What follows belongs to an exercise in optimizing a design on an open flow for small area; a production flow would make more cautious choices.
Where RTL was checked, it was by simulation tests only, not by an equivalence proof against the original.
Function not checked in run 6: the RTL went through the layout flow alone.
The flow treats the clock pin as an ideal source, which a real chip does not have.
Power and IR drop assume default switching activity.

<file path="flow/design.v">
`timescale 1ns / 1ps
module hexto7segment (
    input  [3:0] x,
    output [6:0] r
);
    assign r[0] = (~x[0] & ~x[1] & x[2]) | (x[0] & ~x[1] & ~x[2] & ~x[3]);
    assign r[1] = (~x[0] & x[1] & x[2]) | (x[0] & ~x[1] & x[2]);
    assign r[2] = ~x[0] & x[1] & ~x[2];
    assign r[3] = (~x[0] & ~x[1] & x[2]) | (x[0] & ~x[1] & ~x[2] & ~x[3]) | (x[0] & x[1] & x[2]);
    assign r[4] = x[0] | (~x[1] & x[2]);
    assign r[5] = (x[0] & x[1]) | (x[0] & ~x[2] & ~x[3]) | (x[1] & ~x[2]);
    assign r[6] = (x[0] & x[1] & x[2]) | (~x[1] & ~x[2] & ~x[3]);
endmodule
`timescale 1ns / 1ps
module button_debouncer (
    input  clk,
    input  reset,
    input  in,
    output reg state
);
    localparam [7:0] POL = 8'b1010_1010;
    reg  [7:0] r;                        
    wire [7:0] c = r ^ POL;              
    wire diff = in ^ state;
    wire term = (c & 8'hF5) == 8'h00;
    wire run  = ~reset & diff & ~term;
    wire [7:0] nc = run ? {c[6:0], c[2] ^ c[7]} : 8'h04;
    always @(posedge clk) begin
        r <= nc ^ POL;
        if (reset)
            state <= 1'b0;
        else if (diff && term)
            state <= in;
    end
endmodule
`timescale 1ns / 1ps
module parking_meter_top(
    input clk,
    input reset,
    input buttonU, buttonL, buttonR, buttonD,
    input switch0, switch1,
    output [3:0] an,
    output [6:0] sseg
);
    wire dU, dL, dR, dD, dS0, dS1;
    button_debouncer db0 (.clk(clk), .reset(reset), .in(buttonU), .state(dU));
    button_debouncer db1 (.clk(clk), .reset(reset), .in(buttonL), .state(dL));
    button_debouncer db2 (.clk(clk), .reset(reset), .in(buttonR), .state(dR));
    button_debouncer db3 (.clk(clk), .reset(reset), .in(buttonD), .state(dD));
    button_debouncer db4 (.clk(clk), .reset(reset), .in(switch0), .state(dS0));
    button_debouncer db5 (.clk(clk), .reset(reset), .in(switch1), .state(dS1));
    reg [8:0] A;
    reg [4:0] B;
    wire bz  = ~B[0] &  B[1] & ~B[2] & ~B[3];    
    wire bm1 =  B[0] & ~B[1] & ~B[3] & ~B[4];    
    wire bfb = B[4] ? ~B[2] : (B[2] | (B[0] & B[3]));
    wire tick    = (A == 9'd8) & bz;                         
    wire fast_ev = (A[7:0] == 8'd7) & bm1;                   
    wire go      = (A == 9'd82) & bm1;                       
    wire stop    = (A[5:0] == 6'd15);
    wire rot     = (A[3:0] == 4'd15);
    wire [1:0] sel = A[5:4];
    always @(posedge clk) begin
        if (reset) begin
            A <= 9'd8;
            B <= 5'b00010;
        end else begin
            A <= A + 1'b1;
            B <= {B[3:0], bfb};
        end
    end
    reg [15:0] R;
    wire [3:0] r0 = R[3:0], r1 = R[7:4], r2 = R[11:8], r3 = R[15:12];
    wire zero = ~|R;
    wire       nz  = dU | dL | dR | dD;
    wire [1:0] idx = dD ? 2'd3 : dR ? 2'd2 : dL ? 2'd1 : 2'd0;
    reg  [1:0] prev_idx;
    reg        prev_nz;
    reg        pend;
    localparam M_ZERO = 3'd0, M_9999 = 3'd1, M_0010 = 3'd2, M_0180 = 3'd3,
               M_0200 = 3'd4, M_0550 = 3'd5, M_0205 = 3'd6;
    reg  [3:0] op;
    reg        carry;
    reg        active;
    wire n9_3 = r3[3] & r3[0];
    wire n9_2 = r2[3] & r2[0];
    wire n9_1 = r1[3] & r1[0];
    reg  sat;
    always @(*) begin
        case (prev_idx)
            2'd0: sat = n9_3 & n9_2 & n9_1;                                    
            2'd1: sat = n9_3 & (n9_2 | (r2[3] & (r1[3] | r1[2] | r1[1])));     
            2'd2: sat = n9_3 & r2[3];                                          
            default: sat = n9_3 & (r2[3] | (r2[2] & (r2[1] | r2[0])) |
                                   (r2 == 4'd4 & (r1[3] | (r1[2] & (r1[1] | r1[0])))));  
        endcase
    end
    reg [3:0] op_next;
    always @(*) begin
        if (dS1)        op_next = {1'b1, M_0205};
        else if (dS0)   op_next = {1'b1, M_0010};
        else if (pend)  op_next = sat ? {1'b1, M_9999} : {1'b0, 3'd2 + {1'b0, prev_idx}};
        else if (zero)  op_next = {1'b0, M_ZERO};
        else            op_next = {1'b0, M_9999};
    end
    always @(posedge clk) begin
        if (reset)
            pend <= 1'b0;
        else if (tick)
            pend <= nz & (~prev_nz | (idx != prev_idx));
        if (tick) begin
            prev_nz  <= nz;
            prev_idx <= idx;
            op       <= op_next;
        end
    end
    wire       cout;
    wire [3:0] sumd;
    wire [3:0] dig;
    digit_alu alu (.op(op & {4{active}}), .sel(sel), .x_in(r0), .carry(carry & active),
                   .cout(cout), .sumd(dig));
    always @(posedge clk) begin
        if (reset) begin
            R <= 16'h0000;
        end else if (rot) begin
            R <= {dig, R[15:4]};
        end
        if (reset)
            active <= 1'b0;
        else if (go)
            active <= 1'b1;
        else if (stop)
            active <= 1'b0;
        if (tick)
            carry <= ~dS1 & ~dS0 & ~pend & (r0 != 4'd0);
        else if (rot & active)
            carry <= cout;
    end
    reg flash_slow, flash_fast;
    always @(posedge clk) begin
        if (reset)
            flash_slow <= 1'b0;
        else if (tick)
            flash_slow <= (r3 == 0 && r2 < 2 && !zero) ? ~flash_slow : 1'b0;
        if (reset)
            flash_fast <= 1'b0;
        else if (fast_ev)
            flash_fast <= zero ? ~flash_fast : 1'b0;
    end
    wire [6:0] seg;
    hexto7segment dec (.x(dig), .r(seg));
    assign sseg = (flash_fast | flash_slow) ? 7'b1111111 : seg;
    assign an   = ~(4'b0001 << sel);
endmodule
module digit_alu (
    input  [3:0] op,
    input  [1:0] sel,
    input  [3:0] x_in,
    input        carry,
    output       cout,
    output [3:0] sumd
);
    localparam M_ZERO = 3'd0, M_9999 = 3'd1, M_0010 = 3'd2, M_0180 = 3'd3,
               M_0200 = 3'd4, M_0550 = 3'd5, M_0205 = 3'd6;
    reg [3:0] a;
    always @(*) begin
        case (op[2:0])
            M_9999: a = 4'd9;
            M_0010: a = (sel == 2'd1) ? 4'd1 : 4'd0;
            M_0180: a = (sel == 2'd1) ? 4'd8 : (sel == 2'd2) ? 4'd1 : 4'd0;
            M_0200: a = (sel == 2'd2) ? 4'd2 : 4'd0;
            M_0550: a = (sel == 2'd1 || sel == 2'd2) ? 4'd5 : 4'd0;
            M_0205: a = (sel == 2'd0) ? 4'd5 : (sel == 2'd2) ? 4'd2 : 4'd0;
            default: a = 4'd0;
        endcase
    end
    wire [3:0] x    = op[3] ? 4'd0 : x_in;
    wire       cin  = carry & (sel != 2'd0);
    wire c1 = (x[0] & a[0]) | (cin & (x[0] ^ a[0]));
    wire s0 = x[0] ^ a[0] ^ cin;
    wire c2 = (x[1] & a[1]) | (c1 & (x[1] ^ a[1]));
    wire s1 = x[1] ^ a[1] ^ c1;
    wire c3 = (x[2] & a[2]) | (c2 & (x[2] ^ a[2]));
    wire s2 = x[2] ^ a[2] ^ c2;
    wire s4 = (x[3] & a[3]) | (c3 & (x[3] ^ a[3]));
    wire s3 = x[3] ^ a[3] ^ c3;
    assign cout = s4 | (s3 & (s2 | s1));
    assign sumd = cout ? {s3 ^ (s2 | s1), ~(s2 ^ s1), ~s1, s0} : {s3, s2, s1, s0};
endmodule
</file>
<file path="flow/flow/run.sh">
#!/bin/bash
# Layout: the standard flow (standard synthesis unchanged), with these changes:
#  - port buffers are the smallest buffer, sky130_fd_sc_hd__buf_1;
#  - the clock tree is built by flow/clock_tree.tcl just before the CTS step
#    (which then adds nothing): 6 leaf clock buffers (clkbuf_8), one per group
#    of nearby clock sinks, driven by one root clock buffer (clkbuf_2).
# Each run's full output goes to a log file here; ORFS keeps per-step logs in orfs/logs/.
set -euo pipefail
here=$(pwd)
export BUFFER_PORTS_ARGS="-buffer_cell sky130_fd_sc_hd__buf_1"
export PRE_CTS_TCL="$here/flow/clock_tree.tcl"
export CLOCK_NX=3
export CLOCK_NY=2
export CLOCK_LEAF_BUFFER=sky130_fd_sc_hd__clkbuf_8
export CLOCK_ROOT_BUFFER=sky130_fd_sc_hd__clkbuf_2
export CTS_ARGS="-sink_clustering_enable -dont_use_dummy_load"
bash standard.sh synth > synth.log 2>&1
bash standard.sh > layout.log 2>&1
</file>
<file path="flow/flow/clock_tree.tcl">
set block [ord::get_db_block]
set dbu [$block getDbUnitsPerMicron]
set nx $::env(CLOCK_NX)
set ny $::env(CLOCK_NY)
set sinks {}
foreach pin [get_pins -of_objects [get_nets clk]] {
  if {[get_property $pin direction] ne "input"} { continue }
  set loc [[sta::sta_to_db_inst [$pin instance]] getLocation]
  lappend sinks [list [lindex $loc 0] [lindex $loc 1] $pin]
}
set sinks [lsort -integer -index 0 $sinks]
set n [llength $sinks]
set groups {}
for {set c 0} {$c < $nx} {incr c} {
  set col [lsort -integer -index 1 [lrange $sinks [expr {$c * $n / $nx}] [expr {($c + 1) * $n / $nx - 1}]]]
  set m [llength $col]
  for {set r 0} {$r < $ny} {incr r} {
    lappend groups [lrange $col [expr {$r * $m / $ny}] [expr {($r + 1) * $m / $ny - 1}]]
  }
}
set nets [list clk]
set leaves {}
set i 0
set lx 0.0
set ly 0.0
foreach g $groups {
  if {[llength $g] == 0} { continue }
  set sx 0.0
  set sy 0.0
  set pins {}
  foreach s $g {
    set sx [expr {$sx + [lindex $s 0]}]
    set sy [expr {$sy + [lindex $s 1]}]
    lappend pins [lindex $s 2]
  }
  set cx [expr {$sx / [llength $g] / $dbu}]
  set cy [expr {$sy / [llength $g] / $dbu}]
  set lx [expr {$lx + $cx}]
  set ly [expr {$ly + $cy}]
  insert_buffer -buffer_cell $::env(CLOCK_LEAF_BUFFER) -net clk -load_pins $pins \
    -location [list $cx $cy] -buffer_name clkleaf$i -net_name clkleaf${i}_net
  puts "clock group $i: [llength $g] sinks, buffer at ($cx, $cy)"
  incr i
}
set_propagated_clock [all_clocks]
foreach pin [get_pins -of_objects [get_nets clk]] {
  if {[get_property $pin direction] eq "output"} { continue }
  lappend leaves $pin
  lappend nets [get_full_name [get_nets -of_objects [get_pins [get_full_name [$pin instance]]/X]]]
}
if {[info exists ::env(CLOCK_ROOT_BUFFER)] && $::env(CLOCK_ROOT_BUFFER) ne ""} {
  insert_buffer -buffer_cell $::env(CLOCK_ROOT_BUFFER) -net clk -load_pins $leaves \
    -location [list [expr {$lx / $i}] [expr {$ly / $i}]] -buffer_name clkroot -net_name clkroot_net
  foreach pin [get_pins -of_objects [get_nets clk]] {
    if {[get_property $pin direction] eq "output"} { continue }
    lappend nets [get_full_name [get_nets -of_objects [get_pins [get_full_name [$pin instance]]/X]]]
  }
}
puts "clock nets: $nets"
set_cts_config -skip_nets $nets
</file>
<file path="flow/standard.sh">
#!/bin/bash
# synth_recipe.tcl (not shown) runs the flow's synth.tcl, then flattens the netlist and writes it again
# the make line also repeats each setting of config.mk as NAME=value (left out here)
make -C /OpenROAD-flow-scripts/flow DESIGN_CONFIG=/design/flow/config.mk WORK_HOME=/design/flow/orfs CLKGATE_MAP_FILE= SYNTH_SCRIPT=/design/flow/synth_recipe.tcl "${@:-finish}"
</file>
<file path="flow/config.mk">
export PLATFORM = sky130hd
export DESIGN_NAME = parking_meter_top
export DESIGN_NICKNAME = parking_meter_top
export VERILOG_FILES = /design/flow/design.v
export SDC_FILE = /design/flow/constraint.sdc
export NUM_CORES = 4
export LEC_CHECK = 0
export CAP_MARGIN = 20
export CORE_MARGIN = 2
export CORE_UTILIZATION = 75
export SLEW_MARGIN = 20
</file>
<file path="flow/constraint.sdc">
create_clock -name core_clock -period 10.0 [get_ports {clk}]
set_input_delay 2.0000 -clock core_clock [delete_from_list [all_inputs] [get_ports {clk}]]
set_output_delay 2.0000 -clock core_clock [all_outputs]
set_load 0.01 [all_outputs]
</file>
==> results of run 1 <==
## layer usage
layer  GRT usage  wire length (um)  up-vias
li1            -                 -     1435
met1       0.337              3250     1350
met2       0.429              3420       67
met3      0.0154               253       11
met4      0.0455               121        0
met5           0                 0        -
## cells in the final DEF, fill, tap and decap left out, types with 3 or more instances in the layout
cell type,Yosys,layout
mux2i_1,7,7
xor2_1,12,12
nand3_1,6,6
o211ai_1,4,4
nor4_1,6,6
nand2b_1,3,3
nor2_1,30,30
xnor2_1,9,9
and2_1,5,5
fa_1,4,4
or3_1,5,5
nand2_1,80,80
nor3_1,7,7
nand4_1,3,3
clkbuf_8,0,6
o21ai_0,13,13
ha_1,13,13
nand3b_1,9,9
nor4b_1,7,7
a211oi_1,5,5
or2_2,4,4
dfxtp_1,88,88
edfxtp_1,8,8
a21oi_1,22,22
buf_1,0,17
nor2b_1,20,20
inv_1,18,18
## area by class of cell, clock buffers not listed
cell class | count | area [um^2]
fill | 335 | 958
multi-input combinational | 293 | 1800
sequential | 96 | 2000
inverter | 18 | 67.6
timing repair buffer | 18 | 68.8
tap | 70 | 87.6
## stage by stage
stage	hold WS, ns	instance area, um^2	worst slack, ns	total power [mW]	cells
final	0.373	4120	3.04	0.623	502
after global routing	0.376	4120	2.60	0.651	502
after CTS	0.375	4120	3.03	0.628	502
after detailed placement	0.349	4030	3.58	0.470	495
after global placement	0.345	4030	3.75	0.467	495
after floorplan	0.343	3940	3.93	0.459	420
## path summary, 6_finish.rpt
path / to / slack, ns / depth (start not counted)
max: sseg[6] / 3.04 / 18
min: db3.r[2]$_SDFF_PN1_ / 0.37 / 1
max reg2reg: R[14]$_SDFFE_PP0P_ / 5.71 / 16
min reg2reg: db3.r[2]$_SDFF_PN1_ / 0.37 / 1
## sequential cells by signal, summed over array words and instances, names as in the netlist, 2 cells and up
name	count
db5.r	8
db4.r	8
db1.r	8
R	16
A	9
db3.r	8
db0.r	8
prev_idx	2
B	5
op	4
db2.r	8
## logic make-up after synthesis
group           count (synthesis)  synth area share
compound gates                 54            0.0829
xor+xnor                       21            0.0467
fa+ha+maj                      17            0.0616
buf+inv                        31            0.0337
flops                          96             0.508
mux                             8            0.0207
simple gates                  193             0.246
## critical path, cell delays in order (launching register included)
cell	delay, ns
dfxtp_1	0.44
inv_1	0.11
ha_1	0.28
nand3b_1	0.07
a21oi_1	0.25
nor2_1	0.11
fa_1	0.41
fa_1	0.37
inv_1	0.08
fa_1	0.17
inv_1	0.05
fa_1	0.52
inv_1	0.05
ha_1	0.20
nor2b_1	0.41
mux2_2	0.46
o21a_1	0.18
o21ai_0	0.15
buf_1	0.17
## power by group through the flow
stage               clock network [mW]  registers (mW)  logic (mW)
floorplan                            0           0.421      0.0377
global placement                     0           0.424      0.0430
detailed placement                   0           0.425      0.0452
CTS                              0.166           0.416      0.0457
global route                     0.181           0.419      0.0516
finish                           0.161           0.416      0.0455
==> results_dict.tcl, run 1 <==
set metrics [dict create \
    wl_per_cell_um 14.0 \
    clkPwrFrac 0.259 \
    clkSlewWorstSetupHoldPaths_ns 0.10 \
    timing.final.hold_violations 0 \
    synth_seq_cells 96 \
    yosysSeqAreaShare 0.508 \
    synth_ff_type "dfxtp_1" \
    worstPathArrival_ns 4.96 \
    netlist_area_um2 3940 \
    synth_edf_count 8 \
    grt_overflow 0 \
    vdd_ir_drop_max_uv 163 \
    p_int_mw 0.480 \
    async_flop_share 0 \
    hold_path.class "register to register" \
    setup_violations 0 \
    r2r-start "A[5]$_SDFF_PP0_" \
    cap_viol_max_count 0 \
    drc_errors 0 \
    drive_gt1_frac 0.0394 \
    power_switching_mw 0.143 \
    worstMarginPinSlew_ns 0.904 \
    clk-insertion-delay-late_ns 0.48 \
    startpoint_type "register" \
    synth_top_cell_area_share 0.447 \
    core-area_um2 5070 \
    required_ns 8.00 \
    setup_tns_ns 0 \
    synth.distinct_cells 44 \
    rows 26 \
    post-route-util 0.811 \
    ys_top_cells_by_count "dfxtp_1, nand2_1, nor2_1, a21oi_1, nor2b_1" \
    fmax_mhz 144 \
    chipWidth_um 76.5 \
    power_leakage_nw 1.54 \
    die_h_um 76.5 \
    start_util 0.776 \
    p_seq_frac 0.668 \
    syn_avg_cell_area_um2 9.38 \
    fin_nets 459 \
    rsz0062_at_grt "no" \
    report.final.slew_viol_count 0 \
    antenna_cells 0 \
    syn_inst 420 \
    grt_pass1_wl_mm 12.2 \
    vias 2863 \
    ant_nets 0 \
    dpl.hpwl_mm 4.98 \
    gp_congestion 0.798 \
    ctsHoldBuffers 0 \
    cts_resized 0 \
    post-cts-setup-buffer-count 0 \
    dieArea_um2 5850 \
    wl_mm 7.04 \
    endpoint_kind "output port" \
    viasPerCell 5.70 \
    p_sw_frac 0.229 \
    min_period_ns 6.96 \
    hold_start "db3.r[1]$_DFF_P_" \
    dr.pass1.iters 5 \
    crit_type "register to output port" \
    slew_headroom 0.397 \
    ios 19 \
    antenna_found_initial 0 \
    pwr-share-comb 0.073 \
    clock_skew_ns 0.00597 \
    grtUsageTotal 0.244 \
    synthToLayoutAreaGrowth_pct 4.54 \
    syn_nets 445 \
    startpoint "A[5]$_SDFF_PP0_" \
    ys_top_cells_by_area "dfxtp_1, nand2_1, edfxtp_1, ha_1, nor2b_1" \
    period_share 0.696 \
    pwr_density_cell_nw_per_um2 151 \
    outcome "finished clean" \
    ys_warn_count 3 \
    io_buffers 18 \
    dr.first_iter.drc_count 182 \
    yosysTopAreaCell "dfxtp_1" \
    grt_pass1_vias 2723 \
    crit_fanout 8 \
    grt_max_degree 46 \
    yosysMostFrequentCell "dfxtp_1" \
]
==> run 2: changes to the inputs <==
--- a/flow/config.mk
+++ b/flow/config.mk
@@ -7,5 +7,5 @@
 export LEC_CHECK = 0
 export CAP_MARGIN = 20
 export CORE_MARGIN = 2
-export CORE_UTILIZATION = 75
+export CORE_UTILIZATION = 60
 export SLEW_MARGIN = 20
==> run 2 against run 1 <==
  * Wire length decreased by 5.1%
  * Highest routed layer unchanged
  * Synthesized cell count is the same
  * Maximum frequency decreased by 1.1%
  * First-iteration DRC count decreased by 55%
  * Sequential share of layout area decreased by 0.10 points
  * Largest cell class unchanged
  * Cell area grew 0.21%
  * Global-route usage is 5.9 points lower
  * Cell count up 1.4%
  * Power shrank 0.44%
  * Critical path depth unchanged
  * Clock skew rose by 0.0035 ns
  * Still clean
  * Critical path type unchanged
==> results_dict.tcl, run 2 <==
set metrics [dict create \
    use_met1 0.265 \
    startpoint_type "register" \
    pwr_density_cell_nw_per_um2 150 \
    p_sw_frac 0.226 \
    wl_mm 6.68 \
    netlist_area_um2 3940 \
    antenna_found_initial 0 \
    hold_path.class "register to register" \
    drc_errors 0 \
    clk-insertion-delay-late_ns 0.49 \
    rows 29 \
    synthToLayoutAreaGrowth_pct 4.77 \
    endpoint_kind "output port" \
    grt_overflow 0 \
    p_seq_frac 0.670 \
    cts_resized 0 \
    p_int_mw 0.480 \
    yosysTopAreaCell "dfxtp_1" \
    layout.cells.most_common_list "dfxtp_1, nand2_1, nor2_1, a21oi_1, nor2b_1" \
    antenna_cells 0 \
    drive_gt1_frac 0.0394 \
    crit_type "register to output port" \
    grt_pass1_vias 2573 \
    vias 2790 \
    final_common_cell "dfxtp_1" \
    cpPeakStageDelay_ns 0.52 \
    power_leakage_nw 1.54 \
    slew_headroom 0.399 \
    gp_congestion 0.778 \
    clock_skew_ns 0.00942 \
    synth_top_cell_area_share 0.447 \
    outcome "finished clean" \
    syn_inst 420 \
    fin_nets 459 \
    crit_chain "inv_1 -> ha_1 -> nand3b_1 -> a21oi_1 -> nor2_1 -> fa_1 -> fa_1 -> inv_1 -> fa_1 -> inv_1 -> fa_1 -> inv_1 -> ha_1 -> nor2b_1 -> mux2_2 -> o21a_1 -> o21ai_0 -> buf_1" \
    grtUsageTotal 0.185 \
    post-cts-setup-buffer-count 0 \
    fmax_mhz 142 \
    syn_nets 445 \
    vdd_ir_drop_max_uv 143 \
    die_h_um 85.0 \
    yosysSeqAreaShare 0.508 \
    ys_warn_count 3 \
    core-area_um2 6350 \
    grt_max_degree 46 \
    grt_use_met2 0.318 \
    worstPathArrival_ns 5.03 \
    period_share 0.703 \
    clkSlewWorstSetupHoldPaths_ns 0.10 \
    wl_per_cell_um 13.1 \
    largest_reg_flops 16 \
    crit_fanout 8 \
    place_area_um2 4040 \
    rsz0062_at_grt "no" \
    final_area_um2 4130 \
    ant_nets 0 \
    ios 19 \
    ys_top_cells_by_count "dfxtp_1, nand2_1, nor2_1, a21oi_1, nor2b_1" \
    dr.first_iter.drc_count 81 \
    timing.final.hold_violations 0 \
    cap_viol_max_count 0 \
    async_flop_share 0 \
    synth_edf_count 8 \
    top_regs "R: 16 flops, A: 9 flops" \
    worstMarginPinSlew_ns 0.902 \
    ctsHoldBuffers 0 \
    power_switching_mw 0.140 \
    yosysMostFrequentCell "dfxtp_1" \
    synth_seq_cells 96 \
    start_util 0.620 \
    ys_top_cells_by_area "dfxtp_1, nand2_1, edfxtp_1, ha_1, nor2b_1" \
    cp_slowest_cell "fa_1" \
    syn_avg_cell_area_um2 9.38 \
    required_ns 8.00 \
    setup_violations 0 \
    gr-usage-met3 0.0175 \
    clkPwrFrac 0.258 \
    chipWidth_um 85.0 \
    busiest_layer "met2" \
    pwr-share-comb 0.072 \
    holdWs_ns 0.368 \
    regMostFlops "R" \
    regArea_um2 2000 \
    dr.pass1.iters 4 \
    dieArea_um2 7230 \
    multi_input_area_um2 1800 \
    min_period_ns 7.03 \
    fill_cells 545 \
    dpl.hpwl_mm 4.88 \
    synth.distinct_cells 44 \
    setup_tns_ns 0 \
    report.final.slew_viol_count 0 \
    synth_ff_type "dfxtp_1" \
    viasPerCell 5.48 \
    io_buffers 18 \
    grt_pass1_wl_mm 11.5 \
]
[run 2: path summary, 6_finish.rpt]
check	depth (start not counted)	to	slack (ns)	from
worst max-delay path	18	sseg[6]	2.97	A[4]$_SDFF_PP0_
worst min-delay path	1	db3.r[2]$_SDFF_PN1_	0.37	db3.r[1]$_DFF_P_
worst max register to register	16	R[14]$_SDFFE_PP0P_	5.62	A[4]$_SDFF_PP0_
worst min register to register	1	db3.r[2]$_SDFF_PN1_	0.37	db3.r[1]$_DFF_P_
[run 2: cells by family (layout without fill, tap and decap cells)]
family	count (synthesis)	in the layout	share of synthesized area
XOR/XNOR	21	21	0.0467
AND/OR/NAND/NOR	193	193	0.246
multiplexers	8	8	0.0207
adder cells (fa/ha/maj)	17	17	0.0616
buffers and inverters	31	43	0.0337
AO/OA/AOI/OAI	54	54	0.0829
flip-flops	96	96	0.508
[run 2: through the flow]
step                instances   util  total power [mW]  setup slack (ns)
finish                    509  0.650             0.620              2.97
global route              509  0.650             0.650              2.50
CTS                       509  0.650             0.629              2.94
detailed placement        502  0.636             0.470              3.51
global placement          502  0.636             0.468              3.70
floorplan                 420      -             0.459              3.93
[run 2: critical path: cells and delay by family, from the launching register on]
| kind | cells | cell delay, ns |
|---|---|---|
| mux | 1 | 0.47 |
| compound gates | 3 | 0.61 |
| flops | 1 | 0.41 |
| buf+inv | 5 | 0.47 |
| simple gates | 3 | 0.63 |
| fa+ha+maj | 6 | 1.94 |
[run 2: layout make-up, clock buffers not listed]
cell class	count	share of cell area
flip-flops and latches	96	0.485
multi-input cells	293	0.437
well taps	77	0.0234
repair buffers	18	0.0167
inverters	18	0.0164
[run 2: power groups by stage]
| stage | combinational, mW | clock [mW] | sequential (mW) |
|---|---|---|---|
| 6_report | 0.0444 | 0.160 | 0.416 |
| 5_1_grt | 0.0510 | 0.180 | 0.419 |
| 4_1_cts | 0.0450 | 0.168 | 0.416 |
| 3_5_place_dp | 0.0447 | 0 | 0.425 |
| 3_3_place_gp | 0.0438 | 0 | 0.425 |
| 2_1_floorplan | 0.0377 | 0 | 0.421 |
[run 2: per-layer routing]
metal | part of all wire | routed length (um)
met1 | 0.49 | 3270
met2 | 0.46 | 3100
met3 | 0.040 | 265
met4 | 0.0076 | 51
met5 | 0 | 0
==> run 3: changes to the inputs <==
--- a/flow/flow/run.sh
+++ b/flow/flow/run.sh
@@ -9,10 +9,10 @@
 here=$(pwd)
 export BUFFER_PORTS_ARGS="-buffer_cell sky130_fd_sc_hd__buf_1"
 export PRE_CTS_TCL="$here/flow/clock_tree.tcl"
-export CLOCK_NX=3
+export CLOCK_NX=4
 export CLOCK_NY=2
-export CLOCK_LEAF_BUFFER=sky130_fd_sc_hd__clkbuf_8
-export CLOCK_ROOT_BUFFER=sky130_fd_sc_hd__clkbuf_2
+export CLOCK_LEAF_BUFFER=sky130_fd_sc_hd__clkbuf_4
+export CLOCK_ROOT_BUFFER=sky130_fd_sc_hd__clkbuf_4
 export CTS_ARGS="-sink_clustering_enable -dont_use_dummy_load"
 bash standard.sh synth > synth.log 2>&1
 bash standard.sh > layout.log 2>&1
--- a/flow/config.mk
+++ b/flow/config.mk
@@ -7,5 +7,5 @@
 export LEC_CHECK = 0
 export CAP_MARGIN = 20
 export CORE_MARGIN = 2
-export CORE_UTILIZATION = 60
+export CORE_UTILIZATION = 75
 export SLEW_MARGIN = 20
==> run 3 against run 2 <==
  * Maximum frequency is 1.4% higher
  * Synthesized area stayed put
  * Cell count fell by 0.98%
  * Register-to-register slack gained 0.06 ns
  * Largest power group unchanged
  * Combinational power rose by 2%
  * Still clean
  * Critical path depth unchanged
  * Flip-flop and latch count is the same
  * Synthesized cell count unchanged
==> results_dict.tcl, run 3 <==
set metrics [dict create \
    ys_top_cells_by_count "dfxtp_1, nand2_1, nor2_1, a21oi_1, nor2b_1" \
    yosysSeqAreaShare 0.508 \
    wl_mm 6.87 \
    clkPwrFrac 0.239 \
    ys_top_cells_by_area "dfxtp_1, nand2_1, edfxtp_1, ha_1, nor2b_1" \
    period_share 0.693 \
    wl_per_cell_um 13.6 \
    syn_inst 420 \
    timing.final.hold_violations 0 \
    slew_headroom 0.406 \
    synth_edf_count 8 \
    yosysTopAreaCell "dfxtp_1" \
    io_buffers 18 \
    holdWs_ns 0.367 \
    grt_pass1_wl_mm 12.0 \
    power_mw 0.607 \
    antenna_found_initial 0 \
    vdd_ir_drop_max_uv 148 \
    dr.pass1.iters 4 \
    p_int_mw 0.467 \
    chipWidth_um 76.5 \
    viasPerCell 5.63 \
    fin_nets 461 \
    synthToLayoutAreaGrowth_pct 4.04 \
    worstMarginPinSlew_ns 0.891 \
    p_seq_frac 0.686 \
    pwr-share-comb 0.075 \
    syn_nets 445 \
    setup_violations 0 \
    synth_ff_type "dfxtp_1" \
    clkSlewWorstSetupHoldPaths_ns 0.12 \
    required_ns 8.00 \
    drive_gt1_frac 0.0438 \
    clk-insertion-delay-late_ns 0.42 \
    dr.first_iter.drc_count 138 \
    worstPathArrival_ns 4.93 \
    ys_warn_count 3 \
    cpPeakStageDelay_ns 0.51 \
    drc_errors 0 \
    rows 26 \
    endpoint_kind "output port" \
    grt_pass1_vias 2735 \
    synth_seq_cells 96 \
    grt_overflow 0 \
    crit_type "register to output port" \
    rsz0062_at_grt "no" \
    power_switching_mw 0.140 \
    core-area_um2 5070 \
    regMostFlops "R" \
    synth_top_cell_area_share 0.447 \
    gp_congestion 0.798 \
    largest_reg_flops 16 \
    setup_tns_ns 0 \
    hold_path.class "register to register" \
    ctsHoldBuffers 0 \
    min_period_ns 6.93 \
    final_common_cell "dfxtp_1" \
    crit_buf_inv 5 \
    grtUsageTotal 0.239 \
    crit_fanout 8 \
    synth.distinct_cells 44 \
    p_sw_frac 0.231 \
    vias 2838 \
    netlist_area_um2 3940 \
    post-route-util 0.807 \
    crit_chain "inv_1 -> ha_1 -> nand3b_1 -> a21oi_1 -> nor2_1 -> fa_1 -> fa_1 -> inv_1 -> fa_1 -> inv_1 -> fa_1 -> inv_1 -> ha_1 -> nor2b_1 -> mux2_2 -> o21a_1 -> o21ai_0 -> buf_1" \
    yosysMostFrequentCell "dfxtp_1" \
    grt_max_degree 46 \
    report.final.slew_viol_count 0 \
    top_regs "R: 16 flops, A: 9 flops" \
    dpl.hpwl_mm 4.98 \
    async_flop_share 0 \
    ios 19 \
    clock_skew_ns 0.0129 \
    pwr_density_cell_nw_per_um2 148 \
    cp_slowest_cell "fa_1" \
    startpoint_type "register" \
    cap_viol_max_count 0 \
    layout.cells.most_common_list "dfxtp_1, nand2_1, nor2_1, a21oi_1, nor2b_1" \
    start_util 0.776 \
    outcome "finished clean" \
    cts_resized 0 \
    antenna_cells 0 \
    cpLargestDelayFamily "adder cells" \
    post-cts-setup-buffer-count 0 \
    dieArea_um2 5850 \
    die_h_um 76.5 \
    power_leakage_nw 1.53 \
    syn_avg_cell_area_um2 9.38 \
    fmax_mhz 144 \
    ant_nets 0 \
]
run 3: cell counts after synthesis:
Identical to the previous run, type by type.
run 3: worst paths after layout:
kind / startpoint / endpoint / slack [ns] / depth (start not counted)
min reg2reg: db5.r[1]$_DFF_P_ / db5.r[2]$_SDFF_PN1_ / 0.37 / 1
max: A[5]$_SDFF_PP0_ / sseg[6] / 3.07 / 18
min: db5.r[1]$_DFF_P_ / db5.r[2]$_SDFF_PN1_ / 0.37 / 1
max reg2reg: A[5]$_SDFF_PP0_ / R[14]$_SDFFE_PP0P_ / 5.68 / 16
run 3: worst register-to-register path: cells and delay by family, from the launching register on:
| kind | cells | cell delay [ns] |
|---|---|---|
| flip-flops | 1 | 0.45 |
| buffers and inverters | 4 | 0.29 |
| AO/OA/AOI/OAI | 2 | 0.48 |
| AND/OR/NAND/NOR | 3 | 0.60 |
| multiplexers | 1 | 0.47 |
| adder cells (fa/ha/maj) | 6 | 1.94 |
run 3: layout make-up, clock buffers not listed:
| cell class | instances | area [um^2] |
|---|---|---|
| fill | 337 | 978 |
| timing repair buffer | 18 | 68.8 |
| multi-input combinational | 293 | 1800 |
| sequential | 96 | 2000 |
| inverter | 18 | 67.6 |
| tap | 70 | 87.6 |
run 3: power by group through the flow:
stage	logic, mW	registers (mW)	clock network, mW
after floorplan	0.0377	0.421	0
after global placement	0.0430	0.424	0
after detailed placement	0.0452	0.425	0
after CTS	0.0455	0.416	0.149
after global routing	0.0516	0.419	0.165
final	0.0454	0.416	0.145
run 3: logic make-up after synthesis:
kind of cell | after synthesis | share of synthesized area
muxes | 8 | 0.0207
buffers and inverters | 31 | 0.0337
AOI/OAI and AO/OA | 54 | 0.0829
and+or+nand+nor | 193 | 0.246
xor gates and xnor gates | 21 | 0.0467
DFF | 96 | 0.508
adders and majority gates | 17 | 0.0616
run 3: through the flow:
step / instance area [um^2] / cells / worst slack, ns
3_5_place_dp: 4030 / 495 / 3.58
4_1_cts: 4100 / 504 / 3.09
3_3_place_gp: 4030 / 495 / 3.75
6_report: 4100 / 504 / 3.07
5_1_grt: 4100 / 504 / 2.65
2_1_floorplan: 3940 / 420 / 3.93
run 3: metal layers:
| metal | global-route usage | wire, um |
|---|---|---|
| met4 | 0.0582 | 167 |
| met3 | 0.0225 | 274 |
| met5 | 0 | 0 |
| met2 | 0.417 | 3260 |
| met1 | 0.324 | 3160 |
==> run 4: changes to the inputs <==
--- a/flow/flow/run.sh
+++ b/flow/flow/run.sh
@@ -9,7 +9,7 @@
 here=$(pwd)
 export BUFFER_PORTS_ARGS="-buffer_cell sky130_fd_sc_hd__buf_1"
 export PRE_CTS_TCL="$here/flow/clock_tree.tcl"
-export CLOCK_NX=4
+export CLOCK_NX=5
 export CLOCK_NY=2
 export CLOCK_LEAF_BUFFER=sky130_fd_sc_hd__clkbuf_4
 export CLOCK_ROOT_BUFFER=sky130_fd_sc_hd__clkbuf_4
--- a/flow/config.mk
+++ b/flow/config.mk
@@ -7,5 +7,5 @@
 export LEC_CHECK = 0
 export CAP_MARGIN = 20
 export CORE_MARGIN = 2
-export CORE_UTILIZATION = 75
+export CORE_UTILIZATION = 60
 export SLEW_MARGIN = 20
==> run 4 against run 3 <==
  * Die area is 24% higher
  * Clock power is 9% higher
  * Highest routed layer unchanged
  * Maximum frequency is 0.87% lower
  * Flip-flop and latch count stayed put
  * Utilization is 16 points lower
  * Largest power group unchanged
  * Power is 1.9% higher
  * Synthesized cell count stayed put
  * Via count hardly changed
==> results_dict.tcl, run 4 <==
set metrics [dict create \
    r2r-start "A[4]$_SDFF_PP0_" \
    start_util 0.620 \
    worstReg2RegEnd "R[14]$_SDFFE_PP0P_" \
    synth.distinct_cells 44 \
    ys_top_cells_by_area "dfxtp_1, nand2_1, edfxtp_1, ha_1, nor2b_1" \
    ff2ff_setup_slack_ns 5.61 \
    yosysMostFrequentCell "dfxtp_1" \
    grt_overflow 0 \
    syn_avg_cell_area_um2 9.38 \
    syn_inst 420 \
    cp_slowest_cell "fa_1" \
    required_ns 8.00 \
    endpoint_kind "output port" \
    die_h_um 85.0 \
    cts_resized 0 \
    p_sw_frac 0.231 \
    final_common_cell "dfxtp_1" \
    grtUsageTotal 0.187 \
    syn_nets 445 \
    top_regs "R: 16 flops, A: 9 flops" \
    dpl.hpwl_mm 4.88 \
    ant_nets 0 \
    clock_skew_ns 0.0172 \
    clkPwrFrac 0.255 \
    core-area_um2 6350 \
    hold_path.class "register to register" \
    largest_reg_flops 16 \
    route.met2.wl_mm 3.15 \
    rows 29 \
    drc_errors 0 \
    netlist_area_um2 3940 \
    dieArea_um2 7230 \
    synth_ff_type "dfxtp_1" \
    synth_edf_count 8 \
    vias 2836 \
    startpoint_type "register" \
    wl_per_cell_um 13.1 \
    chipWidth_um 85.0 \
    ys_top_cells_by_count "dfxtp_1, nand2_1, nor2_1, a21oi_1, nor2b_1" \
    power_mw 0.618 \
    yosysSeqAreaShare 0.508 \
    fmax_mhz 143 \
    cap_viol_max_count 0 \
    power_switching_mw 0.143 \
    wl_mm 6.73 \
    power_leakage_nw 1.54 \
    wl_met3_um 256 \
    timing.final.hold_violations 0 \
    grt_pass1_vias 2604 \
    p_seq_frac 0.673 \
    synthToLayoutAreaGrowth_pct 4.64 \
    top_layer_used "met4" \
    report.final.slew_viol_count 0 \
    dr.pass1.iters 4 \
    vdd_ir_drop_max_uv 138 \
    drive_gt1_frac 0.0482 \
    dr.first_iter.drc_count 96 \
    pwr_density_cell_nw_per_um2 150 \
    startpoint "A[4]$_SDFF_PP0_" \
    fin_nets 463 \
    synth_seq_cells 96 \
    period_share 0.700 \
    ys_warn_count 3 \
    critPathCapture "sseg[6]" \
    p_int_mw 0.476 \
    wl_met1_mm 3.25 \
    outcome "finished clean" \
    setup_violations 0 \
    async_flop_share 0 \
    gp_congestion 0.778 \
    post-route-util 0.649 \
    worstPathArrival_ns 5.00 \
    post-cts-setup-buffer-count 0 \
    crit_fanout 8 \
    ctsHoldBuffers 0 \
    crit_chain "inv_1 -> ha_1 -> nand3b_1 -> a21oi_1 -> nor2_1 -> fa_1 -> fa_1 -> inv_1 -> fa_1 -> inv_1 -> fa_1 -> inv_1 -> ha_1 -> nor2b_1 -> mux2_2 -> o21a_1 -> o21ai_0 -> buf_1" \
    regMostFlops "R" \
    yosysTopAreaCell "dfxtp_1" \
    layout.cells.most_common_list "dfxtp_1, nand2_1, nor2_1, a21oi_1, nor2b_1" \
    slew_headroom 0.408 \
    rsz0062_at_grt "no" \
    crit_type "register to output port" \
    worstMarginPinSlew_ns 0.888 \
    antenna_found_initial 0 \
    clkSlewWorstSetupHoldPaths_ns 0.11 \
    grt_pass1_wl_mm 11.6 \
    pwr-share-comb 0.072 \
    io_buffers 18 \
    clk-insertion-delay-late_ns 0.44 \
    min_period_ns 7.00 \
    cpPeakStageDelay_ns 0.52 \
    ios 19 \
    viasPerCell 5.53 \
    setup_tns_ns 0 \
    antenna_cells 0 \
    rr_worst_depth 16 \
    grt_max_degree 46 \
    synth_top_cell_area_share 0.447 \
    holdWs_ns 0.371 \
]
run 4: metrics by stage:
stage	setup WS, ns	cells	instance area, um^2
finish	3.00	513	4120
global route	2.55	513	4120
CTS	2.99	513	4120
detailed placement	3.51	502	4040
global placement	3.70	502	4040
floorplan	3.93	420	3940
run 4: worst max-delay path, delay by kind of cell, from the launching register on:
| kind | cells | cell delay [ns] |
|---|---|---|
| fa+ha+maj | 6 | 1.95 |
| simple gates | 3 | 0.63 |
| compound gates | 3 | 0.62 |
| buf+inv | 5 | 0.47 |
| mux | 1 | 0.47 |
| flops | 1 | 0.42 |
run 4: cells by family after synthesis:
logic type               count (synthesis)  synth area share
AO/OA/AOI/OAI                           54            0.0829
XOR/XNOR                                21            0.0467
adder cells (fa/ha/maj)                 17            0.0616
buffers and inverters                   31            0.0337
flip-flops                              96             0.508
multiplexers                             8            0.0207
AND/OR/NAND/NOR                        193             0.246
run 4: layer usage:
metal,vias to the layer above,global-route usage
met2,42,0.324
met5,-,0
met1,1335,0.263
met3,10,0.0224
met4,0,0.0202
li1,1449,-
run 4: worst min-delay path by stage:
| stage | end | from | depth (start not counted) | slack [ns] |
|---|---|---|---|---|
| 2_1_floorplan | db0.r[2]$_SDFF_PN1_ | db0.r[1]$_DFF_P_ | 1 | 0.34 |
| 3_3_place_gp | db3.r[2]$_SDFF_PN1_ | db3.r[1]$_DFF_P_ | 1 | 0.35 |
| 3_5_place_dp | db3.r[2]$_SDFF_PN1_ | db3.r[1]$_DFF_P_ | 1 | 0.35 |
| 4_1_cts | db3.r[2]$_SDFF_PN1_ | db3.r[1]$_DFF_P_ | 1 | 0.37 |
| 5_1_grt | db3.r[2]$_SDFF_PN1_ | db3.r[1]$_DFF_P_ | 1 | 0.38 |
| 6_report | db3.r[2]$_SDFF_PN1_ | db3.r[1]$_DFF_P_ | 1 | 0.37 |
run 4: area by class of cell, clock buffers not listed:
cell class	count	area, um^2
tap	77	96.3
fill	541	2230
timing repair buffer	18	68.8
multi-input combinational	293	1800
inverter	18	67.6
sequential	96	2000
run 4: power groups by stage:
stage | clock (mW) | combinational [mW] | sequential [mW]
finish | 0.158 | 0.0444 | 0.416
global route | 0.180 | 0.0510 | 0.419
CTS | 0.167 | 0.0450 | 0.416
detailed placement | 0 | 0.0447 | 0.425
global placement | 0 | 0.0438 | 0.425
floorplan | 0 | 0.0377 | 0.421
==> run 5: changes to the inputs <==
--- a/flow/flow/run.sh
+++ b/flow/flow/run.sh
@@ -2,8 +2,8 @@
 # Layout: the standard flow (standard synthesis unchanged), with these changes:
 #  - port buffers are the smallest buffer, sky130_fd_sc_hd__buf_1;
 #  - the clock tree is built by flow/clock_tree.tcl just before the CTS step
-#    (which then adds nothing): 6 leaf clock buffers (clkbuf_8), one per group
-#    of nearby clock sinks, driven by one root clock buffer (clkbuf_2).
+#    (which then adds nothing): 10 leaf clock buffers (clkbuf_4), one per group
+#    of nearby clock sinks, driven by one root clock buffer (clkbuf_4).
 # Each run's full output goes to a log file here; ORFS keeps per-step logs in orfs/logs/.
 set -euo pipefail
 here=$(pwd)
==> run 5 against run 4 <==
  * Largest power group unchanged
  * Cell area did not move
  * Critical path depth did not move
  * Hold slack did not move
  * Combinational power barely moved
  * Die area did not move
  * Critical endpoint unchanged
  * Maximum frequency did not move
  * Still clean on timing, DRC and antenna
  * Sequential power barely moved
  * Wire length did not move
  * First-iteration DRC count did not move
  * Clock skew did not move
  * Cell count did not move
==> results_dict.tcl, run 5 <==
set metrics [dict create \
    grt_max_degree 46 \
    vdd_ir_drop_max_uv 138 \
    ys_warn_count 3 \
    synth_ff_type "dfxtp_1" \
    gp_congestion 0.778 \
    crit_fanout 8 \
    cp_slowest_cell "fa_1" \
    wl_per_cell_um 13.1 \
    final_common_cell "dfxtp_1" \
    place_area_um2 4040 \
    report.final.slew_viol_count 0 \
    core-area_um2 6350 \
    cap_viol_max_count 0 \
    timing.final.hold_violations 0 \
    cts_resized 0 \
    io_buffers 18 \
    top_regs "R: 16 flops, A: 9 flops" \
    dr.pass1.iters 4 \
    ant_nets 0 \
    drive_gt1_frac 0.0482 \
    crit_chain "inv_1 -> ha_1 -> nand3b_1 -> a21oi_1 -> nor2_1 -> fa_1 -> fa_1 -> inv_1 -> fa_1 -> inv_1 -> fa_1 -> inv_1 -> ha_1 -> nor2b_1 -> mux2_2 -> o21a_1 -> o21ai_0 -> buf_1" \
    cpPeakStageDelay_ns 0.52 \
    min_period_ns 7.00 \
    clk-insertion-delay-late_ns 0.44 \
    synthToLayoutAreaGrowth_pct 4.64 \
    layout.cells.most_common_list "dfxtp_1, nand2_1, nor2_1, a21oi_1, nor2b_1" \
    instances_no_fill 513 \
    outcome "finished clean" \
    syn_avg_cell_area_um2 9.38 \
    grt_pass1_vias 2604 \
    dieArea_um2 7230 \
    ys_top_cells_by_area "dfxtp_1, nand2_1, edfxtp_1, ha_1, nor2b_1" \
    layout_setup_ws_ns 3.00 \
    dr.first_iter.drc_count 96 \
    yosysSeqAreaShare 0.508 \
    ctsHoldBuffers 0 \
    syn_nets 445 \
    required_ns 8.00 \
    largest_reg_flops 16 \
    start_util 0.620 \
    slew_headroom 0.408 \
    drc_errors 0 \
    setup_violations 0 \
    dp_slack_ns 3.51 \
    dp_cells 502 \
    dpl.hpwl_mm 4.88 \
    clkSlewWorstSetupHoldPaths_ns 0.11 \
    final_area_um2 4120 \
    power_mw 0.618 \
    grt_pass1_wl_mm 11.6 \
    endpoint_kind "output port" \
    yosysMostFrequentCell "dfxtp_1" \
    regMostFlops "R" \
    worstMarginPinSlew_ns 0.888 \
    vias 2836 \
    clock_skew_ns 0.0172 \
    ys_top_cells_by_count "dfxtp_1, nand2_1, nor2_1, a21oi_1, nor2b_1" \
    antenna_cells 0 \
    period_share 0.700 \
    power_leakage_nw 1.54 \
    fin_nets 463 \
    rows 29 \
    viasPerCell 5.53 \
    pwr_density_cell_nw_per_um2 150 \
    post-route-util 0.649 \
    worstPathArrival_ns 5.00 \
    yosysTopAreaCell "dfxtp_1" \
    hold_path.class "register to register" \
    grt_overflow 0 \
    synth.distinct_cells 44 \
    synth_top_cell_area_share 0.447 \
    chipWidth_um 85.0 \
    holdWs_ns 0.371 \
    post-cts-setup-buffer-count 0 \
    netlist_area_um2 3940 \
    synth_edf_count 8 \
    setup_tns_ns 0 \
    syn_inst 420 \
    grtUsageTotal 0.187 \
    synth_seq_cells 96 \
    rsz0062_at_grt "no" \
    ios 19 \
    wl_mm 6.73 \
    fmax_mhz 143 \
    startpoint_type "register" \
    crit_type "register to output port" \
    antenna_found_initial 0 \
    async_flop_share 0 \
    die_h_um 85.0 \
]
run 5: cell counts in the layout (fill, tap and decap cells not counted):
Identical to the previous run, type by type.
run 5: final cells by class, clock buffers not listed:
cell class	count	area (um^2)
multi-input cells	293	1800
flip-flops and latches	96	2000
inverters	18	67.6
repair buffers	18	68.8
well taps	77	96.3
fillers	541	2230
run 5: kinds of logic after synthesis:
| kind of cell | count (synthesis) | synth area share |
|---|---|---|
| muxes | 8 | 0.0207 |
| DFF | 96 | 0.508 |
| and+or+nand+nor | 193 | 0.246 |
| xor gates and xnor gates | 21 | 0.0467 |
| adders and majority gates | 17 | 0.0616 |
| buffers and inverters | 31 | 0.0337 |
| AOI/OAI and AO/OA | 54 | 0.0829 |
run 5: power breakdown:
part,internal [mW],switching (mW)
clock,0.0509,0.107
combinational,0.0204,0.0240
sequential,0.404,0.0118
run 5: path summary, 6_finish.rpt:
kind	start	end	slack [ns]	cells after the start
worst min-delay path	db3.r[1]$_DFF_P_	db3.r[2]$_SDFF_PN1_	0.37	1
worst min register to register	db3.r[1]$_DFF_P_	db3.r[2]$_SDFF_PN1_	0.37	1
worst max-delay path	A[4]$_SDFF_PP0_	sseg[6]	3.00	18
worst max register to register	A[4]$_SDFF_PP0_	R[14]$_SDFFE_PP0P_	5.61	16
run 5: worst max-delay path, delay by kind of cell (launching register included):
kind                     cells  cell delay [ns]
flip-flops                   1             0.42
multiplexers                 1             0.47
adder cells (fa/ha/maj)      6             1.95
buffers and inverters        5             0.47
AND/OR/NAND/NOR              3             0.63
AO/OA/AOI/OAI                3             0.62
run 5: routing by layer:
metal  share of wire  track usage
met1            0.48        0.263
met2            0.47        0.324
met3           0.038       0.0224
met4           0.011       0.0202
met5               0            0
==> run 6: changes to the inputs <==
--- a/flow/design.v
+++ b/flow/design.v
@@ -77,9 +77,9 @@
     reg  [1:0] prev_idx;
     reg        prev_nz;
     reg        pend;
-    localparam M_ZERO = 3'd0, M_9999 = 3'd1, M_0010 = 3'd2, M_0180 = 3'd3,
-               M_0200 = 3'd4, M_0550 = 3'd5, M_0205 = 3'd6;
-    reg  [3:0] op;
+    localparam OP_DEC = 3'b000, OP_ADD10 = 3'b001, OP_ADD200 = 3'b010, OP_ADD180 = 3'b011,
+               OP_SAT = 3'b100, OP_SET10 = 3'b101, OP_SET205 = 3'b110, OP_ADD550 = 3'b111;
+    reg  [2:0] op;
     reg        carry;
     reg        active;
     wire n9_3 = r3[3] & r3[0];
@@ -95,13 +95,19 @@
                                    (r2 == 4'd4 & (r1[3] | (r1[2] & (r1[1] | r1[0])))));  
         endcase
     end
-    reg [3:0] op_next;
+    reg [2:0] op_next;
     always @(*) begin
-        if (dS1)        op_next = {1'b1, M_0205};
-        else if (dS0)   op_next = {1'b1, M_0010};
-        else if (pend)  op_next = sat ? {1'b1, M_9999} : {1'b0, 3'd2 + {1'b0, prev_idx}};
-        else if (zero)  op_next = {1'b0, M_ZERO};
-        else            op_next = {1'b0, M_9999};
+        if (dS1)        op_next = OP_SET205;
+        else if (dS0)   op_next = OP_SET10;
+        else if (pend) begin
+            if (sat)    op_next = OP_SAT;
+            else case (prev_idx)
+                2'd0:    op_next = OP_ADD10;
+                2'd1:    op_next = OP_ADD180;
+                2'd2:    op_next = OP_ADD200;
+                default: op_next = OP_ADD550;
+            endcase
+        end else        op_next = OP_DEC;
     end
     always @(posedge clk) begin
         if (reset)
@@ -117,7 +123,7 @@
     wire       cout;
     wire [3:0] sumd;
     wire [3:0] dig;
-    digit_alu alu (.op(op & {4{active}}), .sel(sel), .x_in(r0), .carry(carry & active),
+    digit_alu alu (.op(op), .en(active), .sel(sel), .x_in(r0), .carry(carry & active),
                    .cout(cout), .sumd(dig));
     always @(posedge clk) begin
         if (reset) begin
@@ -128,7 +134,7 @@
         if (reset)
             active <= 1'b0;
         else if (go)
-            active <= 1'b1;
+            active <= ~(op == OP_DEC && zero);
         else if (stop)
             active <= 1'b0;
         if (tick)
@@ -153,28 +159,28 @@
     assign an   = ~(4'b0001 << sel);
 endmodule
 module digit_alu (
-    input  [3:0] op,
+    input  [2:0] op,
+    input        en,
     input  [1:0] sel,
     input  [3:0] x_in,
     input        carry,
     output       cout,
     output [3:0] sumd
 );
-    localparam M_ZERO = 3'd0, M_9999 = 3'd1, M_0010 = 3'd2, M_0180 = 3'd3,
-               M_0200 = 3'd4, M_0550 = 3'd5, M_0205 = 3'd6;
     reg [3:0] a;
     always @(*) begin
-        case (op[2:0])
-            M_9999: a = 4'd9;
-            M_0010: a = (sel == 2'd1) ? 4'd1 : 4'd0;
-            M_0180: a = (sel == 2'd1) ? 4'd8 : (sel == 2'd2) ? 4'd1 : 4'd0;
-            M_0200: a = (sel == 2'd2) ? 4'd2 : 4'd0;
-            M_0550: a = (sel == 2'd1 || sel == 2'd2) ? 4'd5 : 4'd0;
-            M_0205: a = (sel == 2'd0) ? 4'd5 : (sel == 2'd2) ? 4'd2 : 4'd0;
-            default: a = 4'd0;
+        case (op[1:0])
+            2'b00: a = 4'd9;
+            2'b01: a = (sel == 2'd1) ? 4'd1 : 4'd0;
+            2'b10: a = (sel == 2'd2) ? 4'd2 : (sel == 2'd0 && op[2]) ? 4'd5 : 4'd0;
+            default: a = op[2] ? ((sel == 2'd1 || sel == 2'd2) ? 4'd5 : 4'd0)
+                               : ((sel == 2'd1) ? 4'd8 : (sel == 2'd2) ? 4'd1 : 4'd0);
         endcase
+        if (!en)
+            a = 4'd0;
     end
-    wire [3:0] x    = op[3] ? 4'd0 : x_in;
+    wire       clr  = en & op[2] & ~(op[1] & op[0]);
+    wire [3:0] x    = clr ? 4'd0 : x_in;
     wire       cin  = carry & (sel != 2'd0);
     wire c1 = (x[0] & a[0]) | (cin & (x[0] ^ a[0]));
     wire s0 = x[0] ^ a[0] ^ cin;
==> flow/flow/run.sh (replaced) <==
#!/bin/bash
# Layout: the standard flow (standard synthesis unchanged), with these changes:
#  - port buffers are the smallest buffer, sky130_fd_sc_hd__buf_1;
#  - the clock tree is built by flow/clock_tree.tcl just before the CTS step
#    (which then adds nothing): 6 leaf clock buffers (clkbuf_8), one per group
#    of nearby clock sinks, driven by one root clock buffer (clkbuf_2).
# Each run's full output goes to a log file here; ORFS keeps per-step logs in orfs/logs/.
set -euo pipefail
here=$(pwd)
export BUFFER_PORTS_ARGS="-buffer_cell sky130_fd_sc_hd__buf_1"
export PRE_CTS_TCL="$here/flow/clock_tree.tcl"
export CLOCK_NX=3
export CLOCK_NY=2
export CLOCK_LEAF_BUFFER=sky130_fd_sc_hd__clkbuf_8
export CLOCK_ROOT_BUFFER=sky130_fd_sc_hd__clkbuf_2
export CTS_ARGS="-sink_clustering_enable -dont_use_dummy_load"
bash standard.sh synth > synth.log 2>&1
bash standard.sh > layout.log 2>&1
==> run 6 against run 5 <==
  * Still clean on timing, DRC and antenna
  * Sequential power is 1% lower
  * Clock power is 3% higher
  * Critical path depth stayed put
  * Combinational power is 5.6% higher
  * Cell count is 0.39% higher
  * Global-route usage is 1.5 points higher
  * Power is 0.52% higher
  * Setup slack better by 0.27 ns
  * Hold slack hardly changed
  * Utilization is 0.40 points higher
  * Die area is 0.70% higher
  * Critical path type unchanged
==> results_dict.tcl, run 6 <==
set metrics [dict create \
    synthToLayoutAreaGrowth_pct 5.11 \
    fmax_mhz 149 \
    ant_nets 0 \
    netlist_area_um2 3970 \
    syn_inst 425 \
    synth_top_cell_area_share 0.444 \
    worstMarginPinSlew_ns 0.799 \
    grt_pass1_wl_mm 12.4 \
    multi_input_area_um2 1870 \
    fin_nets 466 \
    min_period_ns 6.72 \
    vdd_ir_drop_max_uv 161 \
    final_common_cell "dfxtp_1" \
    setup_tns_ns 0 \
    report.final.slew_viol_count 0 \
    clkSlewWorstSetupHoldPaths_ns 0.10 \
    core-area_um2 6390 \
    synth-simple-area-share 0.256 \
    timing.final.hold_violations 0 \
    layout.cells.most_common_list "dfxtp_1, nand2_1, nor2_1, a21oi_1, inv_1" \
    cts_resized 0 \
    crit_fanout 7 \
    syn_nets 451 \
    clk-insertion-delay-late_ns 0.50 \
    period_share 0.672 \
    slew_headroom 0.467 \
    dpl.hpwl_mm 5.11 \
    ios 19 \
    grt_pass1_vias 2688 \
    viasPerCell 5.44 \
    grtUsageTotal 0.202 \
    cap_viol_max_count 0 \
    yosysSeqAreaShare 0.497 \
    regArea_um2 1970 \
    startpoint_type "register" \
    pwr_density_cell_nw_per_um2 149 \
    ys_warn_count 3 \
    synth_top_family_by_area "simple AND/OR/NAND/NOR gates" \
    io_buffers 18 \
    place_area_um2 4080 \
    dr.first_iter.drc_count 143 \
    synthMuxAreaShare 0.0205 \
    synth.distinct_cells 57 \
    ys_top_cells_by_count "dfxtp_1, nand2_1, nor2_1, a21oi_1, inv_1" \
    wl_mm 7.02 \
    rsz0062_at_grt "no" \
    wl_per_cell_um 13.6 \
    rows 29 \
    dieArea_um2 7280 \
    fill_cells 572 \
    hold_path.class "register to register" \
    die_h_um 85.3 \
    grt_max_degree 47 \
    grt_overflow 0 \
    synth_seq_cells 95 \
    regMostFlops "R" \
    yosys.area_share.adder 0.0644 \
    final_area_um2 4170 \
    vias 2803 \
    async_flop_share 0 \
    top_regs "R: 16 flops, A: 9 flops" \
    antenna_found_initial 0 \
    drive_gt1_frac 0.0502 \
    synth_ff_type "dfxtp_1" \
    gp_congestion 0.882 \
    clock_skew_ns 0.0171 \
    yosysTopAreaCell "dfxtp_1" \
    chipWidth_um 85.3 \
    dr.pass1.iters 4 \
    ff2ff_setup_slack_ns 6.10 \
    outcome "finished clean" \
    largest_reg_flops 16 \
    synthXorXnorAreaFrac 0.0461 \
    synth_edf_count 7 \
    crit_type "register to output port" \
    syn_avg_cell_area_um2 9.33 \
    ctsHoldBuffers 0 \
    antenna_cells 0 \
    required_ns 8.00 \
    setup_violations 0 \
    yosysMostFrequentCell "dfxtp_1" \
    power_leakage_nw 1.58 \
    start_util 0.621 \
    ys_top_cells_by_area "dfxtp_1, nand2_1, edfxtp_1, ha_1, nor2_1" \
    worstPathArrival_ns 4.72 \
    post-cts-setup-buffer-count 0 \
    synth-compound-area-share 0.0839 \
    drc_errors 0 \
    endpoint_kind "output port" \
]
## run 6: changes by cell type after synthesis, moves of 3 or more
cell / previous run / this run
nand2b_1: 3 / 0
nor3_1: 7 / 13
nand3b_1: 9 / 6
nand2_1: 80 / 83
nor2b_1: 20 / 16
## run 6: layer usage
metal | GRT usage | part of all wire | up-vias
li1 | - | - | 1464
met4 | 0.0216 | 0.0091 | 0
met1 | 0.309 | 0.51 | 1296
met5 | 0 | 0 | -
met2 | 0.325 | 0.44 | 37
met3 | 0.0185 | 0.041 | 6
## run 6: logic make-up after synthesis
logic type	after synthesis
AND/OR/NAND/NOR	197
flip-flops	95
AO/OA/AOI/OAI	55
buffers and inverters	32
XOR/XNOR	20
adder cells (fa/ha/maj)	18
multiplexers	8
## run 6: power breakdown
group | leakage [nW] | internal, mW | switching (mW)
sequential | 0.783 | 0.399 | 0.0126
clock | 0.0473 | 0.0557 | 0.107
combinational | 0.754 | 0.0213 | 0.0256
total | 1.58 | 0.476 | 0.145
## run 6: final timing paths
path / start / endpoint / depth (start not counted)
worst max-delay path: A[4]$_SDFF_PP0_ / sseg[3] / 18
worst min-delay path: db4.r[1]$_DFF_P_ / db4.r[2]$_SDFF_PN1_ / 1
worst max register to register: A[4]$_SDFF_PP0_ / R[14]$_SDFFE_PP0P_ / 17
worst min register to register: db4.r[1]$_DFF_P_ / db4.r[2]$_SDFF_PN1_ / 1
## run 6: cell type report, clock buffers not listed
type | count | share of cell area
well taps | 77 | 0.0231
multi-input cells | 298 | 0.447
inverters | 19 | 0.0171
flip-flops and latches | 95 | 0.473
repair buffers | 19 | 0.0183
## run 6: worst max-delay path, stage by stage, from the launching register on
cell and delay, ns:
dfxtp_1 0.43, inv_1 0.11, ha_1 0.26, nand3_1 0.10, a21oi_1 0.07, o21ai_0 0.25
fa_1 0.23, inv_1 0.05, fa_1 0.37, fa_1 0.36, inv_1 0.07, fa_1 0.40
inv_1 0.09, ha_1 0.14, nand2b_4 0.17, mux2i_1 0.48, nor4_1 0.13, a2111o_1 0.40
buf_1 0.13
## run 6: metrics by stage
step / total power [mW] / hold slack [ns] / util / setup WS (ns) / instances
global route: 0.653 / 0.386 / 0.653 / 2.82 / 515
CTS: 0.629 / 0.374 / 0.653 / 3.23 / 515
global placement: 0.466 / 0.344 / 0.639 / 3.99 / 508
finish: 0.621 / 0.371 / 0.653 / 3.28 / 515
floorplan: 0.455 / 0.343 / - / 4.18 / 425
detailed placement: 0.468 / 0.350 / 0.639 / 3.83 / 508

[re-timing with driven ports]
No port has a modelled driver above. Below, the same layouts with a new extraction and two added sets of constraints.
Step 1, drivers: a clkbuf_16 drives clk and a buf_2 each remaining input, both assumed.
Step 2 moves the port delays by t, midway between the first and last clock arrival at a register: inputs arrive t later, outputs are due t later. That takes back most of the time a late clock gives input paths.
a / b / c = ideal / step 1 / step 2; a / b = the first two.
run | t, ns | setup slack, ns | latest minus earliest clock arrival (ns) | worst register clock-pin slew, ns
run 1 | 0.498 | 3.044 / 3.022 / 3.520 | 0.006 / 0.006 | 0.10 / 0.10
run 2 | 0.508 | 2.970 / 2.945 / 3.452 | 0.010 / 0.011 | 0.10 / 0.10
run 3 | 0.435 | 3.065 / 3.041 / 3.476 | 0.015 / 0.014 | 0.12 / 0.12
run 4 | 0.454 | 3.004 / 2.977 / 3.431 | 0.020 / 0.020 | 0.11 / 0.11
run 5 | 0.454 | 3.004 / 2.977 / 3.431 | 0.020 / 0.020 | 0.11 / 0.11
run 6 | 0.522 | 3.275 / 3.250 / 3.771 | 0.017 / 0.017 | 0.10 / 0.10
After both steps every run listed still meets setup and hold.
